Source: an optimization exercise on an open RTL-to-GDS flow (aim: small area and a short achievable clock period). Production flows keep margins and buffers that such runs may drop.
The RTL was checked by simulation tests, not by an equivalence proof against the original design.
No activity file was given, so power comes from the tool's default toggle rates.

==> inputs of garnet <==
==> flow/design.v <==
module badicecream(input         Clk,                 
                             Reset,               
                             frame_clk,           
                input [10:0]   DrawX, DrawY ,    
				input [15:0]   keycode,				  
               	output logic is_BI	,			 
				output logic [10:0] BI_X, BI_Y,
				input logic up_wall, down_wall , left_wall, right_wall,
				output logic [10:0] BI_X_Pos, BI_Y_Pos,
				output logic [5:0] BI_BlkX_Pos, BI_BlkY_Pos
              );
	localparam [1:0] RIGHT = 2'd0, LEFT = 2'd1, UP = 2'd2, DOWN = 2'd3;
	logic frame_clk_delayed, frame_clk_rising_edge;
	logic [2:0] per_frame_counter;    
	logic [2:0] frame_counter;        
	logic       walking;
	logic [1:0] facing;
	always_ff @(posedge Clk) begin
		frame_clk_delayed     <= frame_clk;
		frame_clk_rising_edge <= frame_clk & ~frame_clk_delayed;
	end
	wire kW = (keycode[7:0] == 8'd26) | (keycode[15:8] == 8'd26);
	wire kA = (keycode[7:0] == 8'd4)  | (keycode[15:8] == 8'd4);
	wire kS = (keycode[7:0] == 8'd22) | (keycode[15:8] == 8'd22);
	wire kD = (keycode[7:0] == 8'd7)  | (keycode[15:8] == 8'd7);
	wire anykey = kW | kA | kS | kD;
	logic [1:0] key_dir;
	logic       key_wall;
	always_comb begin
		if (kW)      begin key_dir = UP;    key_wall = up_wall;    end
		else if (kA) begin key_dir = LEFT;  key_wall = left_wall;  end
		else if (kS) begin key_dir = DOWN;  key_wall = down_wall;  end
		else         begin key_dir = RIGHT; key_wall = right_wall; end
	end
	wire turn = frame_clk_rising_edge & ~walking & anykey;
	wire [1:0] facing_in = turn ? key_dir : facing;
	logic walk_end;
	always_comb begin
		case (facing)
			RIGHT: walk_end = (BI_X_Pos[4:0] == 5'd31);
			LEFT:  walk_end = (BI_X_Pos[4:0] == 5'd1);
			UP:    walk_end = (BI_Y_Pos[4:0] == 5'd0);
			DOWN:  walk_end = (BI_Y_Pos[4:0] == 5'd30);
		endcase
	end
	always_ff @(posedge Clk) begin
		if (Reset) begin
			per_frame_counter <= 3'd0;
			frame_counter     <= 3'd0;
			BI_X_Pos          <= 11'd64;
			BI_Y_Pos          <= 11'd95;
			walking           <= 1'b0;
			facing            <= DOWN;
		end else if (frame_clk_rising_edge) begin
			per_frame_counter <= per_frame_counter + 3'd1;
			if (per_frame_counter == 3'd7)
				frame_counter <= frame_counter[2] ? 3'd0 : frame_counter + 3'd1;
			if (!walking) begin
				if (anykey) begin
					facing  <= key_dir;
					walking <= ~key_wall;
				end
			end else begin
				case (facing)
					RIGHT: BI_X_Pos <= BI_X_Pos + 11'd1;
					LEFT:  BI_X_Pos <= BI_X_Pos - 11'd1;
					UP:    BI_Y_Pos <= BI_Y_Pos - 11'd1;
					DOWN:  BI_Y_Pos <= BI_Y_Pos + 11'd1;
				endcase
				if (walk_end)
					walking <= 1'b0;
			end
		end
	end
	wire xoff = (facing == LEFT) & (|BI_X_Pos[4:0]);
	wire yoff = (facing == DOWN) & ~(&BI_Y_Pos[4:0]);
	assign BI_BlkX_Pos = BI_X_Pos[10:5] - {5'd0, ~xoff};
	assign BI_BlkY_Pos = BI_Y_Pos[10:5] - {4'd0, yoff, ~yoff};
	wire [11:0] dx = {1'b0, DrawX} - {1'b0, BI_X_Pos};
	wire [11:0] dy = {1'b0, BI_Y_Pos} - {1'b0, DrawY};
	wire inX = (dx[11:5] == 7'd0);
	wire inY = ~dy[11] & (dy[10:0] <= 11'd47);
	wire [5:0] t = DrawY[5:0] - BI_Y_Pos[5:0] + 6'd47;
	wire [3:0] row = {2'b00, t[5:4]} + {1'b0, facing_in, 1'b0} + {2'b00, facing_in};
	assign is_BI = inX & inY;
	assign BI_X = is_BI ? {3'b000, frame_counter, dx[4:0]} : 11'd0;
	assign BI_Y = is_BI ? {3'b000, row, t[3:0]} : 11'd0;
endmodule
==> flow/run.sh <==
#!/bin/bash
# synth_recipe.tcl (not shown) runs the flow's synth.tcl, then flattens the netlist and writes it again
# the make line also repeats each setting of config.mk as NAME=value (left out here)
make -C /OpenROAD-flow-scripts/flow DESIGN_CONFIG=/design/flow/config.mk WORK_HOME=/design/flow/orfs CLKGATE_MAP_FILE= SYNTH_SCRIPT=/design/flow/synth_recipe.tcl finish
==> flow/config.mk <==
export PLATFORM = sky130hd
export DESIGN_NAME = badicecream
export DESIGN_NICKNAME = badicecream
export VERILOG_FILES = /design/flow/design.v
export SDC_FILE = /design/flow/constraint.sdc
export NUM_CORES = 4
export LEC_CHECK = 0
export CAP_MARGIN = 20
export CORE_MARGIN = 2
export CORE_UTILIZATION = 40
export SETUP_SLACK_MARGIN = 4
export SLEW_MARGIN = 20
==> flow/constraint.sdc <==
create_clock -name core_clock -period 8.0 [get_ports {Clk}]
set_input_delay 1.6000 -clock core_clock [delete_from_list [all_inputs] [get_ports {Clk}]]
set_output_delay 1.6000 -clock core_clock [all_outputs]
set_load 0.01 [all_outputs]
==> inputs of violet, as changes to garnet <==
--- a/flow/design.v
+++ b/flow/design.v
@@ -15,6 +15,8 @@
 	logic [2:0] frame_counter;        
 	logic       walking;
 	logic [1:0] facing;
+	logic [5:0] x_hi, y_hi;
+	logic [4:0] off;
 	always_ff @(posedge Clk) begin
 		frame_clk_delayed     <= frame_clk;
 		frame_clk_rising_edge <= frame_clk & ~frame_clk_delayed;
@@ -34,21 +36,20 @@
 	end
 	wire turn = frame_clk_rising_edge & ~walking & anykey;
 	wire [1:0] facing_in = turn ? key_dir : facing;
-	logic walk_end;
-	always_comb begin
-		case (facing)
-			RIGHT: walk_end = (BI_X_Pos[4:0] == 5'd31);
-			LEFT:  walk_end = (BI_X_Pos[4:0] == 5'd1);
-			UP:    walk_end = (BI_Y_Pos[4:0] == 5'd0);
-			DOWN:  walk_end = (BI_Y_Pos[4:0] == 5'd30);
-		endcase
-	end
+	wire off_up  = ~facing[0];
+	wire [4:0] off_next = off_up ? off + 5'd1 : off - 5'd1;
+	wire off_wrap = off_up ? (off == 5'd31) : (off == 5'd0);
+	wire walk_end = off_up ? (off == 5'd31) : (off == 5'd1);
+	wire hi_up = ~(facing[0] ^ facing[1]);
+	wire [5:0] hi_cur  = facing[1] ? y_hi : x_hi;
+	wire [5:0] hi_next = hi_up ? hi_cur + 6'd1 : hi_cur - 6'd1;
 	always_ff @(posedge Clk) begin
 		if (Reset) begin
 			per_frame_counter <= 3'd0;
 			frame_counter     <= 3'd0;
-			BI_X_Pos          <= 11'd64;
-			BI_Y_Pos          <= 11'd95;
+			x_hi              <= 6'd2;     
+			y_hi              <= 6'd2;     
+			off               <= 5'd0;
 			walking           <= 1'b0;
 			facing            <= DOWN;
 		end else if (frame_clk_rising_edge) begin
@@ -61,28 +62,48 @@
 					walking <= ~key_wall;
 				end
 			end else begin
-				case (facing)
-					RIGHT: BI_X_Pos <= BI_X_Pos + 11'd1;
-					LEFT:  BI_X_Pos <= BI_X_Pos - 11'd1;
-					UP:    BI_Y_Pos <= BI_Y_Pos - 11'd1;
-					DOWN:  BI_Y_Pos <= BI_Y_Pos + 11'd1;
-				endcase
+				off <= off_next;
+				if (off_wrap) begin
+					if (facing[1]) y_hi <= hi_next;
+					else           x_hi <= hi_next;
+				end
 				if (walk_end)
 					walking <= 1'b0;
 			end
 		end
 	end
-	wire xoff = (facing == LEFT) & (|BI_X_Pos[4:0]);
-	wire yoff = (facing == DOWN) & ~(&BI_Y_Pos[4:0]);
-	assign BI_BlkX_Pos = BI_X_Pos[10:5] - {5'd0, ~xoff};
-	assign BI_BlkY_Pos = BI_Y_Pos[10:5] - {4'd0, yoff, ~yoff};
-	wire [11:0] dx = {1'b0, DrawX} - {1'b0, BI_X_Pos};
-	wire [11:0] dy = {1'b0, BI_Y_Pos} - {1'b0, DrawY};
-	wire inX = (dx[11:5] == 7'd0);
-	wire inY = ~dy[11] & (dy[10:0] <= 11'd47);
-	wire [5:0] t = DrawY[5:0] - BI_Y_Pos[5:0] + 6'd47;
-	wire [3:0] row = {2'b00, t[5:4]} + {1'b0, facing_in, 1'b0} + {2'b00, facing_in};
+	wire [4:0] x_lo = off & {5{~facing[1]}};
+	wire [4:0] y_lo = ~(off & {5{facing[1]}});
+	assign BI_X_Pos = {x_hi, x_lo};
+	assign BI_Y_Pos = {y_hi, y_lo};
+	wire moved = |off;
+	wire xadj = moved & (facing == LEFT);
+	wire yadj = moved & (facing == DOWN);
+	assign BI_BlkX_Pos = x_hi - {5'd0, ~xadj};
+	assign BI_BlkY_Pos = y_hi - {4'd0, yadj, ~yadj};
+	wire [4:0] ox = off & {5{~facing[1]}};
+	wire [4:0] oy = off & {5{facing[1]}};
+	wire [5:0] xl = {1'b0, DrawX[4:0]} - {1'b0, ox};
+	wire [5:0] yl = {1'b0, DrawY[4:0]} + {1'b0, oy};
+	wire bx = xl[5];
+	wire by = yl[5];
+	wire [5:0] xa = DrawX[10:5];
+	wire [5:0] xb = ~x_hi;
+	wire [5:0] xp = xa ^ xb;
+	wire [5:0] xq = xa | xb;
+	wire inX = (xp[0] == ~bx) & (xp[5:1] == xq[4:0]) & xq[5];
+	wire [5:0] ya = y_hi;
+	wire [5:0] yb = ~DrawY[10:5];
+	wire [5:0] yp = ya ^ yb;
+	wire [5:0] yq = ya | yb;
+	wire [5:0] yg = ya & yb;
+	wire yu = (yp[5:2] == yq[4:1]) & yq[5];
+	wire hd0 = (yp[0] == ~by) & (yp[1] == yq[0]);
+	wire hd1 = (yp[0] == by) & (yp[1] == yg[0]);
+	wire inY = yu & (hd0 | (hd1 & yl[4]));
+	wire [1:0] t54 = hd0 ? {yl[4], ~yl[4]} : 2'b00;
+	wire [3:0] row = {2'b00, t54} + {1'b0, facing_in, 1'b0} + {2'b00, facing_in};
 	assign is_BI = inX & inY;
-	assign BI_X = is_BI ? {3'b000, frame_counter, dx[4:0]} : 11'd0;
-	assign BI_Y = is_BI ? {3'b000, row, t[3:0]} : 11'd0;
+	assign BI_X = is_BI ? {3'b000, frame_counter, xl[4:0]} : 11'd0;
+	assign BI_Y = is_BI ? {3'b000, row, yl[3:0]} : 11'd0;
 endmodule
==> flow/flow/run.sh (new file) <==
#!/bin/bash
# Standard ORFS layout, with the smallest buffer on every input and output port
# and without mapping adders to the library's half/full adder cells.
set -euo pipefail
export BUFFER_PORTS_ARGS="-buffer_cell sky130_fd_sc_hd__buf_1"
export ADDER_MAP_FILE=
bash standard.sh > standard.log 2>&1
==> flow/standard.sh (new file) <==
#!/bin/bash
# synth_recipe.tcl (not shown) runs the flow's synth.tcl, then flattens the netlist and writes it again
# the make line also repeats each setting of config.mk as NAME=value (left out here)
make -C /OpenROAD-flow-scripts/flow DESIGN_CONFIG=/design/flow/config.mk WORK_HOME=/design/flow/orfs CLKGATE_MAP_FILE= SYNTH_SCRIPT=/design/flow/synth_recipe.tcl "${@:-finish}"
- SETUP_SLACK_MARGIN: 4 -> 2.5
removed: flow/run.sh
==> inputs of delta, as changes to garnet <==
--- a/flow/design.v
+++ b/flow/design.v
@@ -15,6 +15,8 @@
 	logic [2:0] frame_counter;        
 	logic       walking;
 	logic [1:0] facing;
+	logic [5:0] x_hi, y_hi;
+	logic [4:0] off;
 	always_ff @(posedge Clk) begin
 		frame_clk_delayed     <= frame_clk;
 		frame_clk_rising_edge <= frame_clk & ~frame_clk_delayed;
@@ -34,21 +36,20 @@
 	end
 	wire turn = frame_clk_rising_edge & ~walking & anykey;
 	wire [1:0] facing_in = turn ? key_dir : facing;
-	logic walk_end;
-	always_comb begin
-		case (facing)
-			RIGHT: walk_end = (BI_X_Pos[4:0] == 5'd31);
-			LEFT:  walk_end = (BI_X_Pos[4:0] == 5'd1);
-			UP:    walk_end = (BI_Y_Pos[4:0] == 5'd0);
-			DOWN:  walk_end = (BI_Y_Pos[4:0] == 5'd30);
-		endcase
-	end
+	wire off_up  = ~facing[0];
+	wire [4:0] off_next = off_up ? off + 5'd1 : off - 5'd1;
+	wire off_wrap = off_up ? (off == 5'd31) : (off == 5'd0);
+	wire walk_end = off_up ? (off == 5'd31) : (off == 5'd1);
+	wire hi_up = ~(facing[0] ^ facing[1]);
+	wire [5:0] hi_cur  = facing[1] ? y_hi : x_hi;
+	wire [5:0] hi_next = hi_up ? hi_cur + 6'd1 : hi_cur - 6'd1;
 	always_ff @(posedge Clk) begin
 		if (Reset) begin
 			per_frame_counter <= 3'd0;
 			frame_counter     <= 3'd0;
-			BI_X_Pos          <= 11'd64;
-			BI_Y_Pos          <= 11'd95;
+			x_hi              <= 6'd2;     
+			y_hi              <= 6'd2;     
+			off               <= 5'd0;
 			walking           <= 1'b0;
 			facing            <= DOWN;
 		end else if (frame_clk_rising_edge) begin
@@ -61,28 +62,48 @@
 					walking <= ~key_wall;
 				end
 			end else begin
-				case (facing)
-					RIGHT: BI_X_Pos <= BI_X_Pos + 11'd1;
-					LEFT:  BI_X_Pos <= BI_X_Pos - 11'd1;
-					UP:    BI_Y_Pos <= BI_Y_Pos - 11'd1;
-					DOWN:  BI_Y_Pos <= BI_Y_Pos + 11'd1;
-				endcase
+				off <= off_next;
+				if (off_wrap) begin
+					if (facing[1]) y_hi <= hi_next;
+					else           x_hi <= hi_next;
+				end
 				if (walk_end)
 					walking <= 1'b0;
 			end
 		end
 	end
-	wire xoff = (facing == LEFT) & (|BI_X_Pos[4:0]);
-	wire yoff = (facing == DOWN) & ~(&BI_Y_Pos[4:0]);
-	assign BI_BlkX_Pos = BI_X_Pos[10:5] - {5'd0, ~xoff};
-	assign BI_BlkY_Pos = BI_Y_Pos[10:5] - {4'd0, yoff, ~yoff};
-	wire [11:0] dx = {1'b0, DrawX} - {1'b0, BI_X_Pos};
-	wire [11:0] dy = {1'b0, BI_Y_Pos} - {1'b0, DrawY};
-	wire inX = (dx[11:5] == 7'd0);
-	wire inY = ~dy[11] & (dy[10:0] <= 11'd47);
-	wire [5:0] t = DrawY[5:0] - BI_Y_Pos[5:0] + 6'd47;
-	wire [3:0] row = {2'b00, t[5:4]} + {1'b0, facing_in, 1'b0} + {2'b00, facing_in};
+	wire [4:0] x_lo = off & {5{~facing[1]}};
+	wire [4:0] y_lo = ~(off & {5{facing[1]}});
+	assign BI_X_Pos = {x_hi, x_lo};
+	assign BI_Y_Pos = {y_hi, y_lo};
+	wire moved = |off;
+	wire xadj = moved & (facing == LEFT);
+	wire yadj = moved & (facing == DOWN);
+	assign BI_BlkX_Pos = x_hi - {5'd0, ~xadj};
+	assign BI_BlkY_Pos = y_hi - {4'd0, yadj, ~yadj};
+	wire [4:0] ox = off & {5{~facing[1]}};
+	wire [4:0] oy = off & {5{facing[1]}};
+	wire [5:0] xl = {1'b0, DrawX[4:0]} - {1'b0, ox};
+	wire [5:0] yl = {1'b0, DrawY[4:0]} + {1'b0, oy};
+	wire bx = xl[5];
+	wire by = yl[5];
+	wire [5:0] xa = DrawX[10:5];
+	wire [5:0] xb = ~x_hi;
+	wire [5:0] xp = xa ^ xb;
+	wire [5:0] xq = xa | xb;
+	wire inX = (xp[0] == ~bx) & (xp[5:1] == xq[4:0]) & xq[5];
+	wire [5:0] ya = y_hi;
+	wire [5:0] yb = ~DrawY[10:5];
+	wire [5:0] yp = ya ^ yb;
+	wire [5:0] yq = ya | yb;
+	wire [5:0] yg = ya & yb;
+	wire yu = (yp[5:2] == yq[4:1]) & yq[5];
+	wire hd0 = (yp[0] == ~by) & (yp[1] == yq[0]);
+	wire hd1 = (yp[0] == by) & (yp[1] == yg[0]);
+	wire inY = yu & (hd0 | (hd1 & yl[4]));
+	wire [1:0] t54 = hd0 ? {yl[4], ~yl[4]} : 2'b00;
+	wire [3:0] row = {2'b00, t54} + {1'b0, facing_in, 1'b0} + {2'b00, facing_in};
 	assign is_BI = inX & inY;
-	assign BI_X = is_BI ? {3'b000, frame_counter, dx[4:0]} : 11'd0;
-	assign BI_Y = is_BI ? {3'b000, row, t[3:0]} : 11'd0;
+	assign BI_X = is_BI ? {3'b000, frame_counter, xl[4:0]} : 11'd0;
+	assign BI_Y = is_BI ? {3'b000, row, yl[3:0]} : 11'd0;
 endmodule
==> flow/flow/run.sh (new file) <==
#!/bin/bash
# The standard ORFS layout with three changes:
#  - the smallest buffer (buf_1) on every input and output port,
#  - adders left as plain logic (no half/full adder cells),
#  - the datapath's pins grouped on one edge (flow/io.tcl),
#  - ABC maps the logic with flow/abc_map.script instead of ORFS's speed script.
# Synthesis is otherwise the standard flow's own script (synth_recipe.tcl), so registers and
# their names are those of the standard synthesis.
set -euo pipefail
here=$PWD
export BUFFER_PORTS_ARGS="-buffer_cell sky130_fd_sc_hd__buf_1"
export ADDER_MAP_FILE=
export PRE_IO_PLACEMENT_TCL=$here/flow/io.tcl
{
  head -n 1 synth_recipe.tcl
  cat <<TCL
proc abc {args} {
  set i [lsearch -exact \$args -script]
  if { \$i >= 0 } { lset args [expr {\$i + 1}] $here/flow/abc_map.script }
  yosys abc {*}\$args
}
TCL
  tail -n +2 synth_recipe.tcl
} > own_synth.tcl
sed "s#SYNTH_SCRIPT=[^ ]*#SYNTH_SCRIPT=$here/own_synth.tcl#" standard.sh > own_standard.sh
grep -q "SYNTH_SCRIPT=$here/own_synth.tcl" own_standard.sh
bash own_standard.sh > standard.log 2>&1
==> flow/flow/abc_map.script (new file) <==
strash
dch
map -D 1500
topo
stime -c
buffer -c
upsize -c
dnsize -c
==> flow/flow/io.tcl (new file) <==
# Pin placement: the sprite-pixel datapath's pins (DrawX, DrawY in; is_BI, BI_X,
# BI_Y out) side by side on the right edge, the key codes on the bottom edge.
set dp {}
foreach b {7 6 5 4 3 2 1 0} { lappend dp "BI_Y\[$b\]" }
foreach b {10 9 8 7 6 5 4 3 2 1 0} { lappend dp "DrawY\[$b\]" }
lappend dp is_BI
foreach b {0 1 2 3 4 5 6 7 8 9 10} { lappend dp "DrawX\[$b\]" }
foreach b {0 1 2 3 4 5 6 7} { lappend dp "BI_X\[$b\]" }
set_io_pin_constraint -pin_names $dp -region right:* -group -order
set kc {}
for {set b 0} {$b < 16} {incr b} { lappend kc "keycode\[$b\]" }
set_io_pin_constraint -pin_names $kc -region bottom:* -group
==> flow/standard.sh (new file) <==
#!/bin/bash
# synth_recipe.tcl (not shown) runs the flow's synth.tcl, then flattens the netlist and writes it again
# the make line also repeats each setting of config.mk as NAME=value (left out here)
make -C /OpenROAD-flow-scripts/flow DESIGN_CONFIG=/design/flow/config.mk WORK_HOME=/design/flow/orfs CLKGATE_MAP_FILE= SYNTH_SCRIPT=/design/flow/synth_recipe.tcl "${@:-finish}"
- SETUP_SLACK_MARGIN: 4 -> 2.5
removed: flow/run.sh
==> inputs of zinc, as changes to garnet <==
==> flow/flow/run.sh (new file) <==
#!/bin/bash
# Standard ORFS layout, with the smallest buffer on every input and output port.
set -euo pipefail
export BUFFER_PORTS_ARGS="-buffer_cell sky130_fd_sc_hd__buf_1"
bash standard.sh > standard.log 2>&1
==> flow/standard.sh (new file) <==
#!/bin/bash
# synth_recipe.tcl (not shown) runs the flow's synth.tcl, then flattens the netlist and writes it again
# the make line also repeats each setting of config.mk as NAME=value (left out here)
make -C /OpenROAD-flow-scripts/flow DESIGN_CONFIG=/design/flow/config.mk WORK_HOME=/design/flow/orfs CLKGATE_MAP_FILE= SYNTH_SCRIPT=/design/flow/synth_recipe.tcl "${@:-finish}"
removed: flow/run.sh
==> results by group <==
Run status
  • Status: finished clean

Power and ir drop
  • Gate power share: 0.349

Logic synthesis
  • Area fraction in and, or, nand and nor cells after synthesis: 0.258
  • Netlist cell types: 73

Worst setup path
  • Crit-path leading delay family: adder cells

Finish
  • Biggest regs: BI_X_Pos x11, BI_Y_Pos x11
  • Sequential portion of the cell area: 0.106

Detailed routing
  • Starting DRT DRC Count: 178
  • Wl on met1: 5800 µm
  • Met3 routed WL: 470 µm

Clocking
  • H-tree depth: 2
The numbers above come from garnet.

==> results by group <==
Power and ir drop
  • Reg power frac: 0.467
  • Gate power share: 0.153

Finish
  • Inverters: 61
  • Commonest non-fill, non-tap cell in the layout: buf_1
  • Biggest regs: x_hi x6, y_hi x6, off x5

Worst setup path
  • Crit-path leading delay family: simple AND/OR/NAND/NOR gates
  • Critical path peak fanout: 5

Detailed routing
  • Met3 routed WL: 533 µm
  • Wl on met1: 3760 µm

Logic synthesis
  • Netlist cell types: 49
  • Post-synth top cells: nand2_1 (81), inv_1 (58), nor2_1 (55)
  • Area fraction in and, or, nand and nor cells after synthesis: 0.318

Run status
  • Status: finished clean

Run
  • Maxcap violations: 0
The numbers above come from delta.

==> results by group <==
Floorplanning
  • I/O Pins: 102
  • Total die area: 11300 µm²

Worst setup path
  • Reg-to-Reg End: BI_X_Pos[10]$_SDFFE_PP0P_
  • Crit-path leading delay family: simple AND/OR/NAND/NOR gates
  • Critical path arrival: 4810 ps

Finish
  • Multi-input comb cells: 431
  • Biggest regs: BI_X_Pos x11, BI_Y_Pos x11
  • Most frequent cells in the layout: buf_1 (72), inv_1 (45), ha_1 (44)

Timing
  • Final Max Tran Viols: 0

Logic synthesis
  • Netlist cell types: 73
  • Area fraction in and, or, nand and nor cells after synthesis: 0.258

Power and ir drop
  • Gate power share: 0.292

Detailed routing
  • Vias: 4358
  • Wl on met1: 5510 µm
  • Starting DRT DRC Count: 163

Run status
  • Status: finished clean

Placement
  • Placed insts: 751

Clocking
  • H-tree depth: 2
The numbers above come from zinc.

==> results by group <==
Logic synthesis
  • Netlist cell types: 66

Finish
  • Biggest regs: x_hi x6, y_hi x6, off x5
  • Seq cells: 28
  • Sequential portion of the cell area: 0.169

Clocking
  • H-tree depth: 1

Run status
  • Status: finished clean

Detailed routing
  • Met3 routed WL: 396 µm
  • Met2 Routed Length: 3240 µm
  • Wl on met1: 3150 µm
  • Starting DRT DRC Count: 151
The numbers above come from violet.

[afterwards: timing with drivers on the ports]
The results above use ideal ports. As a check the final layouts listed here were re-extracted and re-timed, cells and wires unchanged. Step 1 (the two cells are an assumption about what drives the block):
set clk [get_ports {Clk}]
set_driving_cell -lib_cell sky130_fd_sc_hd__clkbuf_16 $clk
set_driving_cell -lib_cell sky130_fd_sc_hd__buf_2 [delete_from_list [all_inputs] $clk]
Step 2 also shifts input and output timing later by t, the mid clock arrival at the registers, as if the neighbouring blocks saw the same clock. Three values: ideal, step 1, step 2; two values: the first two.
| run | t, ns | setup WS [ns] | latest minus earliest clock arrival (ns) |
|---|---|---|---|
| garnet | 0.314 | 1.652 / 1.619 / 1.619 | 0.011 / 0.010 |
| violet | 0.295 | 2.716 / 2.697 / 2.697 | 0.004 / 0.003 |
| delta | 0.306 | 2.737 / 2.713 / 2.713 | 0.003 / 0.003 |
| zinc | 0.322 | 1.594 / 1.568 / 1.568 | 0.009 / 0.009 |
After both steps setup and hold are still met in every run listed. The setup slack of garnet, which loses most, moves by -0.033 ns with the drivers and by -0.033 ns with both steps.
